This design comes from an exercise in tuning for small area, a short achievable clock period and few clock cycles per item on the open sky130 flow, not from production work. Where RTL was checked, it was by simulation tests only, not by an equivalence proof against the original. The flow treats the clock pin as an ideal source, which a real chip does not have. Power and IR drop assume default switching activity.

==> flow/design.v (excerpt) <==
module router_switch
#(
    parameter ROUTER_WIDTH = 2,
    parameter AURORA_WIDTH = 256
)(
    input clk,
    input rst_n,
    input [ROUTER_WIDTH - 1:0] src_router,
    input empty_input_port_0,
    input [AURORA_WIDTH - 1:0] data_in_port_0,
    output rd_input_port_0,
    input empty_ack_fifo,
    input [AURORA_WIDTH - 1:0] ack_data,
    output rd_ack_fifo,
    input empty_input_port_1,
    input [AURORA_WIDTH - 1:0] data_in_port_1,
    output rd_input_port_1,
    input empty_input_port_2,
    input [AURORA_WIDTH - 1:0] data_in_port_2,
    output rd_input_port_2,
    output we_output_port_0,
    output [AURORA_WIDTH - 1:0] data_out_port_0,
    output we_output_port_1,
    output [AURORA_WIDTH - 1:0] data_out_port_1,
    output we_output_port_2,
    output [AURORA_WIDTH - 1:0] data_out_port_2
);
switch #(
    .ROUTER_WIDTH(ROUTER_WIDTH),
    .AURORA_WIDTH(AURORA_WIDTH)
) switch_i (
    .clk(clk),
    .rst_n(rst_n),
    .src_router(src_router),
    .empty_input_port_0(empty_input_port_0),
    .data_in_port_0(data_in_port_0),
    .rd_input_port_0(rd_input_port_0),
    .empty_ack_fifo(empty_ack_fifo),
    .ack_data(ack_data),
    .rd_ack_fifo(rd_ack_fifo),
    .empty_input_port_1(empty_input_port_1),
    .data_in_port_1(data_in_port_1),
    .rd_input_port_1(rd_input_port_1),
    .empty_input_port_2(empty_input_port_2),
  ...
Size in the first run: roughly 1800 I/O pins, about 14000 um2 of cells after synthesis.
==> flow/config.mk <==
export PLATFORM = sky130hd
export DESIGN_NAME = router_switch
export DESIGN_NICKNAME = router_switch
export VERILOG_FILES = /design/flow/design.v
export SDC_FILE = /design/flow/constraint.sdc
export NUM_CORES = 8
export LEC_CHECK = 0
export CAP_MARGIN = 20
export CORE_AREA = 5 5 645 645
export DIE_AREA = 0 0 650 650
export SETUP_SLACK_MARGIN = 2.4
export SLEW_MARGIN = 20
==> flow/constraint.sdc <==
create_clock -name core_clock -period 5.0 [get_ports {clk}]
set_input_delay 1.0000 -clock core_clock [delete_from_list [all_inputs] [get_ports {clk}]]
set_output_delay 1.0000 -clock core_clock [all_outputs]
set_load 0.01 [all_outputs]
standard.sh (not shown) runs the stock make flow with config.mk's settings and CLKGATE_MAP_FILE= SYNTH_SCRIPT=/design/flow/synth_recipe.tcl, a recipe that flattens the netlist after the stock synthesis.
==> flow/flow/run.sh <==
#!/bin/bash
# Own layout flow: the standard ORFS flow with
#  - minimum-size port buffers (every port still gets its own buffer),
#  - pins grouped per data bit: bit j of the four inputs and three outputs
#    sit next to each other, so each bit's mux stays local.
set -euo pipefail
here=$(pwd)
export BUFFER_PORTS_ARGS="-buffer_cell sky130_fd_sc_hd__buf_1"
export PRE_IO_PLACEMENT_TCL="$here/flow/pins.tcl"
bash standard.sh > "$here/standard.log" 2>&1
==> flow/flow/pins.tcl <==
# Group the pins of each data bit so its mux can be placed next to them.
for {set j 0} {$j < 256} {incr j} {
  set names {}
  foreach p {data_in_port_0 ack_data data_in_port_1 data_in_port_2 data_out_port_2 data_out_port_0 data_out_port_1} {
    lappend names "$p\[$j\]"
  }
  set_io_pin_constraint -group -order -pin_names $names
}
Next try:
--- a/flow/flow/run.sh
+++ b/flow/flow/run.sh
@@ -7,4 +7,5 @@
 here=$(pwd)
 export BUFFER_PORTS_ARGS="-buffer_cell sky130_fd_sc_hd__buf_1"
+export PLACE_PINS_ARGS="-min_distance 1 -min_distance_in_tracks"
 export PRE_IO_PLACEMENT_TCL="$here/flow/pins.tcl"
 bash standard.sh > "$here/standard.log" 2>&1
CORE_AREA = 5 5 355 355   (was 5 5 645 645)
DIE_AREA = 0 0 360 360   (was 0 0 650 650)
SETUP_SLACK_MARGIN = default   (was 2.4)
- The changed run failed in 5_1_grt, error GRT-0116
- synthesized area does not change
- synthesized cell count does not change
No functional check of the RTL was part of any run of this note.


## build 11
router_switch, a different RTL version from the one above (not shown whole).
For scale: roughly 2100 cells after synthesis, ~20 flip-flops, about 13000 µm² of cells after synthesis.
// router_switch
module router_switch
#(
    parameter ROUTER_WIDTH = 2,
    parameter AURORA_WIDTH = 256
)(
    input clk,
    input rst_n,
    input [ROUTER_WIDTH - 1:0] src_router,
    input empty_input_port_0,
    input [AURORA_WIDTH - 1:0] data_in_port_0,
    output rd_input_port_0,
    input empty_ack_fifo,
    input [AURORA_WIDTH - 1:0] ack_data,
    output rd_ack_fifo,
    input empty_input_port_1,
    input [AURORA_WIDTH - 1:0] data_in_port_1,
    output rd_input_port_1,
    input empty_input_port_2,
    input [AURORA_WIDTH - 1:0] data_in_port_2,
    output rd_input_port_2,
    output we_output_port_0,
    output [AURORA_WIDTH - 1:0] data_out_port_0,
    output we_output_port_1,
    output [AURORA_WIDTH - 1:0] data_out_port_1,
    output we_output_port_2,
    output [AURORA_WIDTH - 1:0] data_out_port_2
);
Settings: LEC_CHECK=0, CAP_MARGIN=20, CORE_AREA=5 5 315 315, DIE_AREA=0 0 320 320, SLEW_MARGIN=20, SYNTH_HIERARCHICAL=1; clock period 5.0 ns.
==> flow/flow/run.sh <==
#!/bin/bash
# Own layout flow: the standard ORFS flow with
#  - minimum-size port buffers (every port still gets its own buffer),
#  - every pin placed by hand at one track pitch on a small die: the data
#    bits in order around the edge, each bit's pins side by side, and the
#    destination bits with the control pins,
#  - balanced fanout trees for the path-select registers,
#  - after CTS, a timing repair of the control and select paths only.
set -euo pipefail
here=$(pwd)
export BUFFER_PORTS_ARGS="-buffer_cell sky130_fd_sc_hd__buf_1"
export PRE_IO_PLACEMENT_TCL="$here/flow/pins.tcl"
export PP_CORNER=5
export PRE_RESIZE_TCL="$here/flow/resize_pre.tcl"
export POST_CTS_TCL="$here/flow/cts_post.tcl"
export TUNE_MARGIN=2.15
bash standard.sh > "$here/standard.log" 2>&1
==> flow/flow/cts_post.tcl <==
# After CTS: repair the control and select paths toward a tighter target
# than the clock needs, holding the per-bit data-path cells as they are.
source [file join [file dirname [info script]] tune.tcl]
tn_hold_data_path
estimate_parasitics -placement
repair_timing -setup -setup_margin $::env(TUNE_MARGIN) -sequence "sizeup,swap" -verbose
tn_release
detailed_placement
estimate_parasitics -placement
report_wns
==> flow/flow/resize_pre.tcl <==
# Before repair_design: rebuild the select registers' fanout trees.
source [file join [file dirname [info script]] seltree.tcl]
foreach inst [[ord::get_db_block] getInsts] {
  if {![regexp {^switch_i\.sel_[ab]\\\[[0-3]\\\]\$_DFF} [$inst getName]]} continue
  foreach it [$inst getITerms] {
    if {[$it isOutputSignal] && [$it getNet] ne "NULL"} {
      st_build [[$it getNet] getName] 64 sky130_fd_sc_hd__buf_8 4 sky130_fd_sc_hd__buf_8
    }
  }
}
Other scripts of this flow, unchanged in this note and not shown: flow/flow/pinplace.tcl, flow/flow/pins.tcl, flow/flow/seltree.tcl, flow/flow/tune.tcl
Having completed the whole flow, build 11 delivered a layout that passed the timing, DRC and antenna checks.
Testbench counts of build 11, summed over its fixed seeds: cycles 1,175, items 1,920.
Relative to build 11, the following input files were edited for build 64:
--- a/flow/flow/run.sh
+++ b/flow/flow/run.sh
@@ -15,3 +15,3 @@
 export POST_CTS_TCL="$here/flow/cts_post.tcl"
-export TUNE_MARGIN=2.15
+export TUNE_MARGIN=2.2
 bash standard.sh > "$here/standard.log" 2>&1
--- a/flow/flow/resize_pre.tcl
+++ b/flow/flow/resize_pre.tcl
@@ -6,3 +6,3 @@
     if {[$it isOutputSignal] && [$it getNet] ne "NULL"} {
-      st_build [[$it getNet] getName] 64 sky130_fd_sc_hd__buf_8 4 sky130_fd_sc_hd__buf_8
+      st_build [[$it getNet] getName] 32 sky130_fd_sc_hd__buf_8 8 sky130_fd_sc_hd__buf_12
     }
[summary]
- Comparing layout overhead on the synthesized area for build 11 and build 64, the bigger number came from build 64.
- Build 11 and build 64 ended up with nearly the same hold slack.
- Build 64 vs. build 11: met1 track utilization from global routing went up by 0.66 points.
- Status: sequential share of layout area parity (build 11, build 64)
- Build 64 closes out successfully: all stages finished, all timing, DRC and antenna checks passed.
Inputs modified between build 64 and build 34:
--- a/flow/flow/run.sh
+++ b/flow/flow/run.sh
@@ -15,3 +15,3 @@
 export POST_CTS_TCL="$here/flow/cts_post.tcl"
-export TUNE_MARGIN=2.2
+export TUNE_MARGIN=1.97
 bash standard.sh > "$here/standard.log" 2>&1
--- a/flow/flow/resize_pre.tcl
+++ b/flow/flow/resize_pre.tcl
@@ -6,3 +6,3 @@
     if {[$it isOutputSignal] && [$it getNet] ne "NULL"} {
-      st_build [[$it getNet] getName] 32 sky130_fd_sc_hd__buf_8 8 sky130_fd_sc_hd__buf_12
+      st_build [[$it getNet] getName] 64 sky130_fd_sc_hd__buf_8 4 sky130_fd_sc_hd__buf_8
     }
## What came out
Build 34 vs build 64 on combinational fraction of design power: build 34 is the lower one.
Diff build 34..build 64 | fraction of registers with async set or reset after synthesis | unchanged
Build 64 and build 34 ended up with nearly the same share of cell area taken by flip-flops and latches.
Route | build 34 vs build 64 | wire shorter in build 34
From build 64 to build 34 the numbers moved as follows: minimum clock period after layout grew by 47 ps, area added between synthesis and finish dropped 5.2 points.
For build 64, the worst setup path startpoint was data_in_port_0[2], unlike build 34, where it was data_in_port_2[2].
Diff build 64 -> build 34 | cell area after layout | down by a few percent


Another version of the RTL of router_switch (not shown whole).
Size in the first run: about 2300 cells after synthesis, about 1800 I/O pins, ~0.015 mm^2 of cells after synthesis.
clock: 5.0 ns
lec_check: 0
cap_margin: 20
core_area: 5 5 645 645
die_area: 0 0 650 650
setup_slack_margin: 2.3
slew_margin: 20
==> flow/flow/run.sh <==
#!/bin/bash
# Own layout flow: the standard ORFS flow with
#  - minimum-size port buffers (every port still gets its own buffer),
#  - pins grouped per data bit: bit j of the four inputs and three outputs
#    sit next to each other, so each bit's mux stays local.
set -euo pipefail
here=$(pwd)
export BUFFER_PORTS_ARGS="-buffer_cell sky130_fd_sc_hd__buf_1"
export PRE_IO_PLACEMENT_TCL="$here/flow/pins.tcl"
bash standard.sh > "$here/standard.log" 2>&1
Scripts as last shown in full above: flow/flow/pins.tcl
Next try:
SETUP_SLACK_MARGIN = 2.0   (was 2.3)
=> Die area is unchanged. Power went down by 39%. Global-route usage went down by 2.7 points. Final cell count went down by 2.8%. Final area went down by 27%. Count of clock-buffer cells in the layout does not change. Sequential share of layout area went up by 0.59 points. Fmax went up by 1.5%. Critical path depth went up by 1.
Function was not checked in any run of this note: the RTL went through the layout flow alone.

[what the ideal ports hide]
Ports are ideal in the flow. The routed layouts listed here were re-timed in OpenROAD.
Step 1: set_driving_cell puts a clkbuf_16 on clk and a buf_2 on each other input, an assumption about the parent block.
Step 2 also shifts input and output timing later by t, the mid clock arrival at the registers, as if the neighbouring blocks saw the same clock.
Three values: no drivers, after step 1, after step 2; two values: the first two.
run | shift t [ns] | setup slack, ns | hold slack, ns | latest minus earliest clock arrival (ns) | cell pins on the clock port's net
the first run of note 1 | 0.295 | 0.924 / 0.724 / 0.724 | 0.707 / 0.707 / 0.707 | 0.003 / 0.003 | 1
build 11 | 0.287 | 1.902 / 1.829 / 1.825 | 0.519 / 0.519 / 0.519 | 0.002 / 0.002 | 1
build 64 | 0.291 | 1.918 / 1.851 / 1.826 | 0.517 / 0.517 / 0.517 | 0.004 / 0.004 | 1
build 34 | 0.287 | 1.871 / 1.833 / 1.646 | 0.519 / 0.519 / 0.519 | 0.001 / 0.001 | 1
the first run of note 3 | 0.310 | 1.349 / 1.138 / 1.138 | 0.614 / 0.614 / 0.614 | 0.002 / 0.002 | 1
the second run of note 3 | 0.299 | 1.403 / 1.096 / 1.001 | 0.579 / 0.579 / 0.579 | 0.006 / 0.006 | 1
After both steps every run listed still meets setup and hold. The setup slack of the second run of note 3, which loses most, moves by -0.307 ns with the drivers and by -0.402 ns with both steps.
